Background: an optimization exercise with open tools, aiming at small area. Do not read the settings as production practice.
Only simulation tests tie the RTL to the original design; equivalence was not proved.
Power and IR drop assume default switching activity.

==> harbor: inputs <==
// cfpu
module cfpu(
	input										clk,
	input										reset,
	input [(10-1):0]				csr_address,
	input										csr_read,
	output [(32-1):0]				csr_readdata,
	input										csr_write,
	input [(32-1):0]				csr_writedata,
	output										csr_waitrequest,
	input [(10-1):0]		fprint_address,
	input										fprint_write,
	input [(32-1):0]				fprint_writedata,
	output										fprint_waitrequest,
	output										checkpoint_write,
	output [32-1 : 0]				checkpoint_writedata,
	output [27-1 : 0]			checkpoint_address,
	input										checkpoint_waitrequest,
	output										irq
);
clock: 10.0 ns
lec_check: 0
abc_area: 1
cap_margin: 20
core_margin: 2
core_utilization: 50
cts_buf_list: sky130_fd_sc_hd__clkbuf_16
cts_cluster_diameter: 60
cts_cluster_size: 24
slew_margin: 20
run.sh (not shown) runs the stock make flow with config.mk's settings and CLKGATE_MAP_FILE= SYNTH_SCRIPT=/design/flow/synth_recipe.tcl, a recipe that flattens the netlist after the stock synthesis.
==> inputs of quartz, as changes to harbor <==
- ABC_AREA: 1 -> not set
- CORE_UTILIZATION: 50 -> 40
- CTS_BUF_LIST: sky130_fd_sc_hd__clkbuf_16 -> not set
- CTS_CLUSTER_DIAMETER: 60 -> not set
- CTS_CLUSTER_SIZE: 24 -> not set
==> inputs of willow, as changes to harbor <==
--- a/flow/design.v
+++ b/flow/design.v
@@ -105,19 +105,17 @@
 	end
 end
 wire cmp_nmr = nmr[tid];
 localparam FF_IDLE = 2'd0, FF_WR = 2'd1, FF_WQ = 2'd2;
 reg [1:0] ff;
 reg [4:0]	fi_cnt;
 reg [3:0]	fi_wp;
 reg [3:0]	fi_q;			 
-reg [25:0]	fr0 [0:7];
-reg [25:0]	fr1 [0:7];
-reg			fph;
+reg [25:0]	fi_ram [0:15];
 wire fi_full  = (fi_cnt == 5'd15);
 wire fi_empty = (fi_cnt == 5'd0);
 always @(posedge clk or posedge reset) begin
 	if (reset)
 		ff <= FF_IDLE;
 	else case (ff)
 		FF_IDLE: if (fprint_write & ~fi_full) ff <= FF_WR;
 		FF_WR:   ff <= FF_WQ;
@@ -126,39 +124,33 @@
 end
 assign fprint_waitrequest = ~(ff == FF_WQ);
 wire fi_wr = (ff == FF_WR);
 wire is_fp_in = (fprint_address[3:0] == 4'd1);
 wire [25:0] fi_in = {is_fp_in ? fprint_writedata[5] : fprint_writedata[4], is_fp_in,
 					 fprint_address[7:4], fprint_writedata[3:0],
 					 fprint_writedata[31:17],
 					 is_fp_in ? fprint_writedata[16] : (fprint_address[3:0] == 4'd0)};
-wire fi_commit = ((ff == FF_WR) | ((ff == FF_IDLE) & fprint_write & ~fi_full)) & (fi_wp[0] ^ fph);
-always @(posedge clk) begin
-	for (i = 0; i < 8; i = i + 1) begin
-		fr1[i] <= fr0[i];
-		fr0[i] <= (fi_commit && fi_wp[3:1] == i) ? fi_in : fr1[i];
-	end
-end
+always @(posedge clk)
+	if (fi_wr) fi_ram[fi_wp] <= fi_in;
 localparam FS_IDLE = 3'd0, FS_CRW = 3'd1, FS_ACK = 3'd2, FS_RD = 3'd3,
 		   FS_DEC = 3'd4, FS_RW = 3'd5, FS_MW = 3'd6;
 reg [2:0] fs;
 wire fi_rd = (fs == FS_RD);
 always @(posedge clk or posedge reset) begin
 	if (reset) begin
-		fi_cnt <= 0; fi_wp <= 0; fi_q <= 4'hf; fph <= 0;
+		fi_cnt <= 0; fi_wp <= 0; fi_q <= 4'hf;
 	end else begin
-		fph <= ~fph;
 		if (fi_wr) fi_wp <= fi_wp + 1'b1;
 		if (fi_rd) fi_q <= fi_q + 1'b1;
 		if (fi_wr & ~fi_rd) fi_cnt <= fi_cnt + 1'b1;
 		else if (fi_rd & ~fi_wr) fi_cnt <= fi_cnt - 1'b1;
 	end
 end
-wire [25:0]	fe		= (fi_q[0] ^ fph) ? fr1[fi_q[3:1]] : fr0[fi_q[3:1]];
+wire [25:0]	fe		= fi_ram[fi_q];
 wire [15:0]	fe_data	= fe[15:0];
 wire [3:0]	fe_task	= fe[19:16];
 wire [3:0]	fe_core	= fe[23:20];
 wire		fe_fp	= fe[24];
 wire		fe_k	= fe[25];
 wire		fe_cs	= ~fe_fp & fe[0];
 wire [1:0]	fe_lid	= (cat0[fe_task] == fe_core) ? 2'd0 :
 					  (cat1[fe_task] == fe_core) ? 2'd1 :
@@ -216,66 +208,44 @@
 end
 wire [15:0] fprint_checkin = checkin0 & checkin1 & (checkin2 | ~nmr);
 reg [3:0] task_check;
 always @(*) begin
 	task_check = 4'd0;
 	for (i = 15; i >= 0; i = i - 1)
 		if (fprint_checkin[i]) task_check = i;
 end
-reg [15:0]	fm [0:95];		 
-reg [1:0]	mph;
-reg			pvalid;
-reg [15:0]	pv;
-reg [3:0]	pt;
-reg [2:0]	pch;
+reg [15:0]	fm00 [0:15];
+reg [15:0]	fm01 [0:15];
+reg [15:0]	fm10 [0:15];
+reg [15:0]	fm11 [0:15];
+reg [15:0]	fm20 [0:15];
+reg [15:0]	fm21 [0:15];
 wire mw = (fs == FS_MW);
-wire paligned = ((pt[1:0] + mph) == 2'd3);
-always @(posedge clk) begin
-	mph <= mph + 1'b1;
-	if (mw) begin
-		pvalid <= (fe_lid != 2'd3);
-		pv <= fe_data;
-		pt <= fe_task;
-		pch <= {fe_lid, fe_k};
-	end else if (paligned)
-		pvalid <= 1'b0;
-end
 always @(posedge clk) begin
-	for (i = 0; i < 24; i = i + 1) begin
-		fm[i*4+1] <= fm[i*4+0];
-		fm[i*4+2] <= fm[i*4+1];
-		fm[i*4+3] <= fm[i*4+2];
-		fm[i*4+0] <= (pvalid && paligned && {pch, pt[3:2]} == i) ? pv : fm[i*4+3];
-	end
-end
-wire [1:0] rpos = tid[1:0] + mph;
-wire [3:0] ridx = {tid[3:2], rpos};
-wire [15:0] fr00 = (pvalid && pt == tid && pch == 3'd0) ? pv : fm[0*16 + ridx];
-wire [15:0] fr01 = (pvalid && pt == tid && pch == 3'd1) ? pv : fm[1*16 + ridx];
-wire [15:0] fr10 = (pvalid && pt == tid && pch == 3'd2) ? pv : fm[2*16 + ridx];
-wire [15:0] fr11 = (pvalid && pt == tid && pch == 3'd3) ? pv : fm[3*16 + ridx];
-wire [15:0] fr20 = (pvalid && pt == tid && pch == 3'd4) ? pv : fm[4*16 + ridx];
-wire [15:0] fr21 = (pvalid && pt == tid && pch == 3'd5) ? pv : fm[5*16 + ridx];
-wire [31:0] rf0 = {fr01, fr00};
-wire [31:0] rf1 = {fr11, fr10};
-wire [31:0] rf2 = {fr21, fr20};
+	if (mw && fe_lid == 2'd0 && !fe_k) fm00[fe_task] <= fe_data;
+	if (mw && fe_lid == 2'd0 &&  fe_k) fm01[fe_task] <= fe_data;
+	if (mw && fe_lid == 2'd1 && !fe_k) fm10[fe_task] <= fe_data;
+	if (mw && fe_lid == 2'd1 &&  fe_k) fm11[fe_task] <= fe_data;
+	if (mw && fe_lid == 2'd2 && !fe_k) fm20[fe_task] <= fe_data;
+	if (mw && fe_lid == 2'd2 &&  fe_k) fm21[fe_task] <= fe_data;
+end
+wire [31:0] rf0 = {fm01[tid], fm00[tid]};
+wire [31:0] rf1 = {fm11[tid], fm10[tid]};
+wire [31:0] rf2 = {fm21[tid], fm20[tid]};
 reg m01, m12, m20;
 always @(posedge clk) begin
 	m01 <= (rf0 == rf1);
 	m12 <= (rf1 == rf2);
 	m20 <= (rf2 == rf0);
 end
 wire fmatch = m01 & ((m12 & m20) | ~cmp_nmr);
-reg [9:0]	tc0 [0:7];
-reg [9:0]	tc1 [0:7];
-reg			tc_late;
-wire [9:0]	tc_rd = (tid[0] ^ fph) ? tc1[tid[3:1]] : tc0[tid[3:1]];
+reg [9:0]	tcount [0:15];
 wire		ckpt_ack;
-wire		max_reached = (tc_rd == maxc[tid]);
+wire		max_reached = (tcount[tid] == maxc[tid]);
 always @(posedge clk or posedge reset) begin
 	if (reset)
 		cst <= C_IDLE;
 	else case (cst)
 		C_IDLE: if (|fprint_checkin) cst <= C_SET;
 		C_SET:  cst <= C_LOAD;
 		C_LOAD: cst <= C_CMP;
 		C_CMP:  cst <= fmatch ? C_CKPT : C_MM;
@@ -305,31 +275,25 @@
 				(~m12 & ~m01) ? 2'd1 :
 				(~m20 & ~m12) ? 2'd2 : 2'd3;
 always @(posedge clk or posedge reset) begin
 	if (reset)
 		tid <= 0;
 	else if (cst == C_SET)
 		tid <= task_check;
 end
-wire tc_wr = (cst == C_INC) | (cst == C_TCR);
-wire tc_commit = (tc_wr & (tid[0] ^ fph)) | tc_late;
-wire [9:0] tc_data = ((cst == C_INC) | (cst == C_RST)) ? tc_rd + 1'b1 : 10'd0;
 always @(posedge clk or posedge reset) begin
 	if (reset) begin
-		tc_late <= 0;
-		for (i = 0; i < 8; i = i + 1) begin
-			tc0[i] <= 0; tc1[i] <= 0;
-		end
+		for (i = 0; i < 16; i = i + 1) tcount[i] <= 0;
 	end else begin
-		tc_late <= tc_wr & ~(tid[0] ^ fph);
-		for (i = 0; i < 8; i = i + 1) begin
-			tc1[i] <= tc0[i];
-			tc0[i] <= (tc_commit && tid[3:1] == i) ? tc_data : tc1[i];
-		end
+		for (i = 0; i < 16; i = i + 1)
+			if (tid == i) begin
+				if (cst == C_TCR) tcount[i] <= 0;
+				else if (cst == C_INC) tcount[i] <= tcount[i] + 1'b1;
+			end
 	end
 end
 localparam P_IDLE = 2'd0, P_CK = 2'd1, P_ACK = 2'd2;
 reg [1:0] ps;
 reg [1:0] cp_lid;
 wire cp_done = cmp_nmr ? (cp_lid == 2'd2) : (cp_lid == 2'd1);
 assign ckpt_ack = (ps == P_ACK);
 always @(posedge clk or posedge reset) begin
- ABC_AREA: 1 -> not set
- CORE_UTILIZATION: 50 -> 40
- CTS_BUF_LIST: sky130_fd_sc_hd__clkbuf_16 -> not set
- CTS_CLUSTER_DIAMETER: 60 -> not set
- CTS_CLUSTER_SIZE: 24 -> not set
==> notes <==
willow finished with timing, DRC and antenna clean. harbor finished with timing, DRC and antenna clean. quartz completed with no timing, DRC or antenna violations. Fmax, lowest first: willow, quartz, harbor. Total power, lowest first: harbor, quartz, willow. Against harbor, the clock power of willow is larger by about 40%. Final cell count: harbor > quartz > willow. Register-to-register slack: willow < quartz < harbor. The lowest non-clock buffer count belongs to harbor, the highest to willow. The highest synthesized cell count belongs to harbor, the lowest to willow.

[separate check: timing with driven ports]
The results above use ideal ports. As a check the final layouts listed here were re-extracted and re-timed, cells and wires unchanged. Step 1: set_driving_cell puts a clkbuf_16 on clk and a buf_2 on each other input, an assumption about the parent block. Step 2 moves the port delays by t, midway between the first and last clock arrival at a register: inputs arrive t later, outputs are due t later. That takes back most of the time a late clock gives input paths. a / b / c = ideal / step 1 / step 2; a / b = the first two.
run	shift t [ns]	setup WS [ns]	worst setup path after step 2	worst register clock-pin slew, ns
harbor	0.943	2.993 / 2.967 / 2.967	input to output	0.10 / 0.10
quartz	1.022	2.433 / 2.349 / 2.349	input to output	0.08 / 0.08
willow	0.941	2.208 / 2.208 / 2.208	register to register	0.07 / 0.07
After both steps every run listed still meets setup and hold. The setup slack of quartz, which loses most, moves by -0.084 ns with the drivers and by -0.084 ns with both steps.
